Source: an optimization exercise on an open RTL-to-GDS flow (aim: small area). Production flows keep margins and buffers that such runs may drop.
The RTL was checked by simulation tests, not by an equivalence proof against the original design.
Power is estimated from default activity; no workload was simulated.

Design ahb_usb, start of the top module:
module ahb_usb #(
) (
    input clk, n_rst,
    input logic hsel,
    input logic [3:0] haddr,
    input logic [2:0] hsize,
    input logic [1:0] htrans,
    input logic hwrite,
    input logic [2:0] hburst,
    input logic [31:0] hwdata,
    output logic hready,
    output logic [31:0] hrdata,
    output logic hresp,
    input logic dp_in,
    input logic dm_in,
    output logic dp_out,
    output logic dm_out,
    output logic d_mode
);
export LEC_CHECK = 0
export CAP_MARGIN = 20
export CORE_MARGIN = 2
export CORE_UTILIZATION = 85
export SLEW_MARGIN = 20
export SYNTH_HIERARCHICAL = 1
create_clock -name core_clock -period 10.0 [get_ports {clk}]
standard.sh (not shown) runs the stock make flow with config.mk's settings and CLKGATE_MAP_FILE= SYNTH_SCRIPT=/design/flow/synth_recipe.tcl, a recipe that flattens the netlist after the stock synthesis.
==> flow/flow/run.sh <==
#!/bin/bash
# Standard ORFS layout (the standard.sh, standard synthesis unchanged) with
# two layout-only knobs:
#  - buffer the ports with the smallest buffer
#  - clock tree: clkbuf_8 drives the sink clusters, clkbuf_16 above them,
#    no dummy loads
set -euo pipefail
export BUFFER_PORTS_ARGS="-buffer_cell sky130_fd_sc_hd__buf_1"
export CTS_ARGS="-sink_clustering_enable -repair_clock_nets -sink_clustering_size 18 -sink_clustering_max_diameter 50 -buf_list {sky130_fd_sc_hd__clkbuf_8 sky130_fd_sc_hd__clkbuf_16} -sink_clustering_buffer sky130_fd_sc_hd__clkbuf_8 -root_buf sky130_fd_sc_hd__clkbuf_16 -dont_use_dummy_load"
bash standard.sh > standard.log 2>&1
Rerun with:
==> flow/flow/run.sh (replaced) <==
#!/bin/bash
# Standard ORFS layout (the standard.sh, standard synthesis unchanged) with
# two layout-only knobs:
#  - buffer the ports with the smallest buffer
#  - clock tree: clkbuf_8 drives the sink clusters, clkbuf_16 above them,
#    no dummy loads
set -euo pipefail
export BUFFER_PORTS_ARGS="-buffer_cell sky130_fd_sc_hd__buf_1"
export CTS_ARGS="-sink_clustering_enable -repair_clock_nets -sink_clustering_size 17 -sink_clustering_max_diameter 45 -buf_list {sky130_fd_sc_hd__clkbuf_8 sky130_fd_sc_hd__clkbuf_16} -sink_clustering_buffer sky130_fd_sc_hd__clkbuf_8 -root_buf sky130_fd_sc_hd__clkbuf_16 -dont_use_dummy_load"
bash standard.sh > standard.log 2>&1
--- a/flow/config.mk
+++ b/flow/config.mk
@@ -9,3 +9,3 @@
 export CORE_MARGIN = 2
-export CORE_UTILIZATION = 85
+export CORE_UTILIZATION = 70
 export SLEW_MARGIN = 20
Result:
- non-clock buffer count went up by 3
- cell count went up by a few percent
- critical path depth does not change
- total power went up slightly
Rerun with:
==> flow/flow/run.sh (replaced) <==
#!/bin/bash
# Standard ORFS layout (the standard.sh, standard synthesis unchanged) with
# two layout-only knobs:
#  - buffer the ports with the smallest buffer
#  - clock tree from clkbuf_16 with larger sink clusters and no dummy loads
set -euo pipefail
export BUFFER_PORTS_ARGS="-buffer_cell sky130_fd_sc_hd__buf_1"
export CTS_ARGS="-sink_clustering_enable -repair_clock_nets -sink_clustering_size 40 -sink_clustering_max_diameter 45 -buf_list sky130_fd_sc_hd__clkbuf_16 -dont_use_dummy_load"
bash standard.sh > standard.log 2>&1
Flip-flop and latch count does not change.
Fmax goes down by 2.0%.
Combinational power stays flat.
Area after synthesis stays the same.
Power goes up by 6.9%.
Final area goes up by 2.0%.
Rerun with:
--- a/flow/flow/run.sh
+++ b/flow/flow/run.sh
@@ -7,3 +7,3 @@
 export BUFFER_PORTS_ARGS="-buffer_cell sky130_fd_sc_hd__buf_1"
-export CTS_ARGS="-sink_clustering_enable -repair_clock_nets -sink_clustering_size 40 -sink_clustering_max_diameter 45 -buf_list sky130_fd_sc_hd__clkbuf_16 -dont_use_dummy_load"
+export CTS_ARGS="-sink_clustering_enable -repair_clock_nets -sink_clustering_size 36 -sink_clustering_max_diameter 70 -buf_list sky130_fd_sc_hd__clkbuf_16 -dont_use_dummy_load"
 bash standard.sh > standard.log 2>&1
--- a/flow/config.mk
+++ b/flow/config.mk
@@ -9,3 +9,3 @@
 export CORE_MARGIN = 2
-export CORE_UTILIZATION = 70
+export CORE_UTILIZATION = 80
 export SLEW_MARGIN = 20
Effect: Routed wire length goes up by 3.7%. Clock power goes down by 30%. Synthesized cell count stays the same. Via count goes up by 3.4%. Design area goes down by 2.8%. Total power goes down by 6.5%.


== try-harbor ==
ahb_usb again, from the RTL that the note above started with.
Settings: LEC_CHECK=0, CAP_MARGIN=20, CORE_MARGIN=2, CORE_UTILIZATION=70, SLEW_MARGIN=20, SYNTH_HIERARCHICAL=1; clock period 10.0 ns.
==> flow/flow/run.sh <==
#!/bin/bash
# Standard ORFS layout (the standard.sh, standard synthesis unchanged) with
# two layout-only knobs:
#  - buffer the ports with the smallest buffer
#  - clock tree from clkbuf_16 with larger sink clusters and no dummy loads
set -euo pipefail
export BUFFER_PORTS_ARGS="-buffer_cell sky130_fd_sc_hd__buf_1"
export CTS_ARGS="-sink_clustering_enable -repair_clock_nets -sink_clustering_size 36 -sink_clustering_max_diameter 70 -buf_list sky130_fd_sc_hd__clkbuf_16 -dont_use_dummy_load"
bash standard.sh > standard.log 2>&1
Input-level comparison between try-tundra and try-harbor:
- swapping 70 for 80 in CORE_UTILIZATION
==> flow/flow/run.sh <==
#!/bin/bash
# Standard ORFS layout (the standard.sh, standard synthesis unchanged) with
# two layout-only knobs:
#  - buffer the ports with the smallest buffer
#  - clock tree: clkbuf_8 drives the sink clusters, clkbuf_16 above them,
#    no dummy loads
set -euo pipefail
export BUFFER_PORTS_ARGS="-buffer_cell sky130_fd_sc_hd__buf_1"
export CTS_ARGS="-sink_clustering_enable -repair_clock_nets -sink_clustering_size 18 -sink_clustering_max_diameter 50 -buf_list {sky130_fd_sc_hd__clkbuf_8 sky130_fd_sc_hd__clkbuf_16} -sink_clustering_buffer sky130_fd_sc_hd__clkbuf_8 -root_buf sky130_fd_sc_hd__clkbuf_16 -dont_use_dummy_load"
bash standard.sh > standard.log 2>&1
## What came out
try-tundra vs. try-harbor: share of post-route cells with drive strength above 1 went up by 0.34 points.
Delta (try-tundra minus try-harbor): power decreased by 0.75% relative to the old numbers; number of CTS-inserted buffers now larger; first-pass GRT wire length has increased.
diff inputs: try-tundra => try-delta
- CORE_UTILIZATION: 80 -> 70
diff --git a/flow/flow/run.sh b/flow/flow/run.sh
--- a/flow/flow/run.sh
+++ b/flow/flow/run.sh
@@ -9 +9 @@
-export CTS_ARGS="-sink_clustering_enable -repair_clock_nets -sink_clustering_size 18 -sink_clustering_max_diameter 50 -buf_list {sky130_fd_sc_hd__clkbuf_8 sky130_fd_sc_hd__clkbuf_16} -sink_clustering_buffer sky130_fd_sc_hd__clkbuf_8 -root_buf sky130_fd_sc_hd__clkbuf_16 -dont_use_dummy_load"
+export CTS_ARGS="-sink_clustering_enable -repair_clock_nets -sink_clustering_size 20 -sink_clustering_max_diameter 50 -buf_list {sky130_fd_sc_hd__clkbuf_8 sky130_fd_sc_hd__clkbuf_16} -sink_clustering_buffer sky130_fd_sc_hd__clkbuf_8 -root_buf sky130_fd_sc_hd__clkbuf_16 -dont_use_dummy_load"
Findings:
try-delta reached the final stage; the timing, DRC and antenna checks on its layout passed.
met1 wire length ended up 1.9 mm higher on try-delta than on try-tundra.
Re mean number of vias per cell: try-delta and try-tundra aren't equal, and the higher value belongs to try-tundra.
In try-delta, number of vias in the routed layout is lower than in try-tundra.
When the final numbers for try-delta and try-tundra were put side by side, the stage delay of the slowest cell on the critical path turned out to be greater in try-delta.
The fraction of layout cells with a size suffix above 1 on try-delta is in line with that on try-tundra.
met4 as the highest metal layer used by the detailed router was reported by try-tundra, and met5 by try-delta.
For the power share of the clock group, try-delta came in 0.2 points higher than try-tundra did.
Compared with try-tundra, global-route wire length before repair in try-delta decreased by a few percent.
Summary of the comparison: worst setup slack is higher in try-delta, relative to try-tundra.
Per the comparison of try-delta with try-tundra, sequential power lower, combinational share of power lower.
try-delta ends up with a initial antenna violation count that is 3 higher than in try-tundra.
## Diff of input files: try-sierra against try-delta
==> flow/flow/run.sh <==
#!/bin/bash
# Standard ORFS layout (the standard.sh, standard synthesis unchanged) with
# two layout-only knobs:
#  - buffer the ports with the smallest buffer
#  - clock tree from clkbuf_16 with larger sink clusters and no dummy loads
set -euo pipefail
export BUFFER_PORTS_ARGS="-buffer_cell sky130_fd_sc_hd__buf_1"
export CTS_ARGS="-sink_clustering_enable -repair_clock_nets -sink_clustering_size 33 -sink_clustering_max_diameter 60 -buf_list sky130_fd_sc_hd__clkbuf_16 -dont_use_dummy_load"
bash standard.sh > standard.log 2>&1
==> comparison <==
- sky130_fd_sc_hd__a222oi_1 as the cell with the largest stage delay on the worst path was reported by try-sierra, and sky130_fd_sc_hd__xor3_1 by try-delta.
- Count of pins over their slew limit: try-sierra vs try-delta identical
- From try-delta to try-sierra the numbers moved as follows: count of clock-buffer cells in the layout shrank by 11, via count of the routed design held steady, post-layout instance area grew by 0.68%, clock insertion delay at the later pin of the skew report held steady, end-of-flow core utilization grew by 0.51 points.
- Compared try-sierra vs try-delta, and total length of routed met2 wires is up in try-sierra.
- | global-route usage | try-sierra vs try-delta | ≈ equal |


== S ==
Another version of the RTL of ahb_usb (not shown whole).
For scale: roughly 3400 cells after synthesis, roughly 0.030 mm² of cells after synthesis.
Settings: LEC_CHECK=0, CAP_MARGIN=20, CORE_MARGIN=2, CORE_UTILIZATION=60, CTS_BUF_LIST=sky130_fd_sc_hd__clkbuf_16, CTS_CLUSTER_DIAMETER=60, CTS_CLUSTER_SIZE=30, SLEW_MARGIN=20, SYNTH_HIERARCHICAL=1; clock period 10.0 ns.
run.sh (not shown) runs the stock make flow with config.mk's settings and CLKGATE_MAP_FILE= SYNTH_SCRIPT=/design/flow/synth_recipe.tcl, a recipe that flattens the netlist after the stock synthesis.
Stock flow here: none of the scripts above is used.
Modified inputs, T compared to S
==> flow/flow/run.sh (new file) <==
#!/bin/bash
# Standard ORFS layout (the standard.sh, standard synthesis unchanged) with
# two layout-only knobs:
#  - buffer the ports with the smallest buffer
#  - clock tree from clkbuf_16 with larger sink clusters and no dummy loads
set -euo pipefail
export BUFFER_PORTS_ARGS="-buffer_cell sky130_fd_sc_hd__buf_1"
export CTS_ARGS="-sink_clustering_enable -repair_clock_nets -sink_clustering_size 30 -sink_clustering_max_diameter 60 -buf_list sky130_fd_sc_hd__clkbuf_16 -dont_use_dummy_load"
bash standard.sh > standard.log 2>&1
==> flow/standard.sh (new file) <==
#!/bin/bash
# synth_recipe.tcl (not shown) runs the flow's synth.tcl, then flattens the netlist and writes it again
# the make line also repeats each setting of config.mk as NAME=value (left out here)
make -C /OpenROAD-flow-scripts/flow DESIGN_CONFIG=/design/flow/config.mk WORK_HOME=/design/flow/orfs CLKGATE_MAP_FILE= SYNTH_SCRIPT=/design/flow/synth_recipe.tcl "${@:-finish}"
removed: flow/run.sh
### Flow results
- Of the two values seen for type of the worst setup path, reg2out was produced by T and in2out by S.
- T ended up with a lower design area than S did.
- As far as global-route usage is concerned, S and T perform about the same.
- Diff T..S | count of flip-flops and latches | unchanged

-- separate check: timing with driven ports --
Ports are ideal in the flow. The routed layouts listed here were re-timed in OpenROAD. Step 1, drivers: a clkbuf_16 drives clk and a buf_2 each remaining input, both assumed. Step 2 adds t to the input delays and takes it off the output delays; t is the mean of the earliest and latest rising clock arrival at the registers after step 1. Input paths then give back, and output paths get back, about the clock's delay inside the block. a / b / c = ideal ports / drivers / drivers and shift; a / b = the first two.
run	shift t [ns]	setup slack, ns	hold WS [ns]
the first run of note 1	0.633	3.324 / 3.324 / 3.324	0.363 / 0.363 / 0.363
the second run of note 1	0.616	3.817 / 3.817 / 3.817	0.349 / 0.349 / 0.349
the third run of note 1	0.632	3.693 / 3.693 / 3.693	0.345 / 0.345 / 0.345
the fourth run of note 1	0.641	3.555 / 3.555 / 3.555	0.361 / 0.361 / 0.361
try-harbor	0.631	3.800 / 3.800 / 3.800	0.351 / 0.351 / 0.351
try-tundra	0.637	3.234 / 3.234 / 3.234	0.358 / 0.358 / 0.358
try-delta	0.623	3.760 / 3.760 / 3.760	0.352 / 0.352 / 0.352
try-sierra	0.635	3.643 / 3.643 / 3.643	0.368 / 0.368 / 0.368
S	0.661	3.381 / 3.349 / 3.349	0.355 / 0.355 / 0.355
T	0.643	3.684 / 3.620 / 3.823	0.359 / 0.359 / 0.359
After both steps setup and hold are still met in every run listed. For S, which loses most, drivers alone change the setup slack by -0.032 ns; drivers and shift together by -0.032 ns.
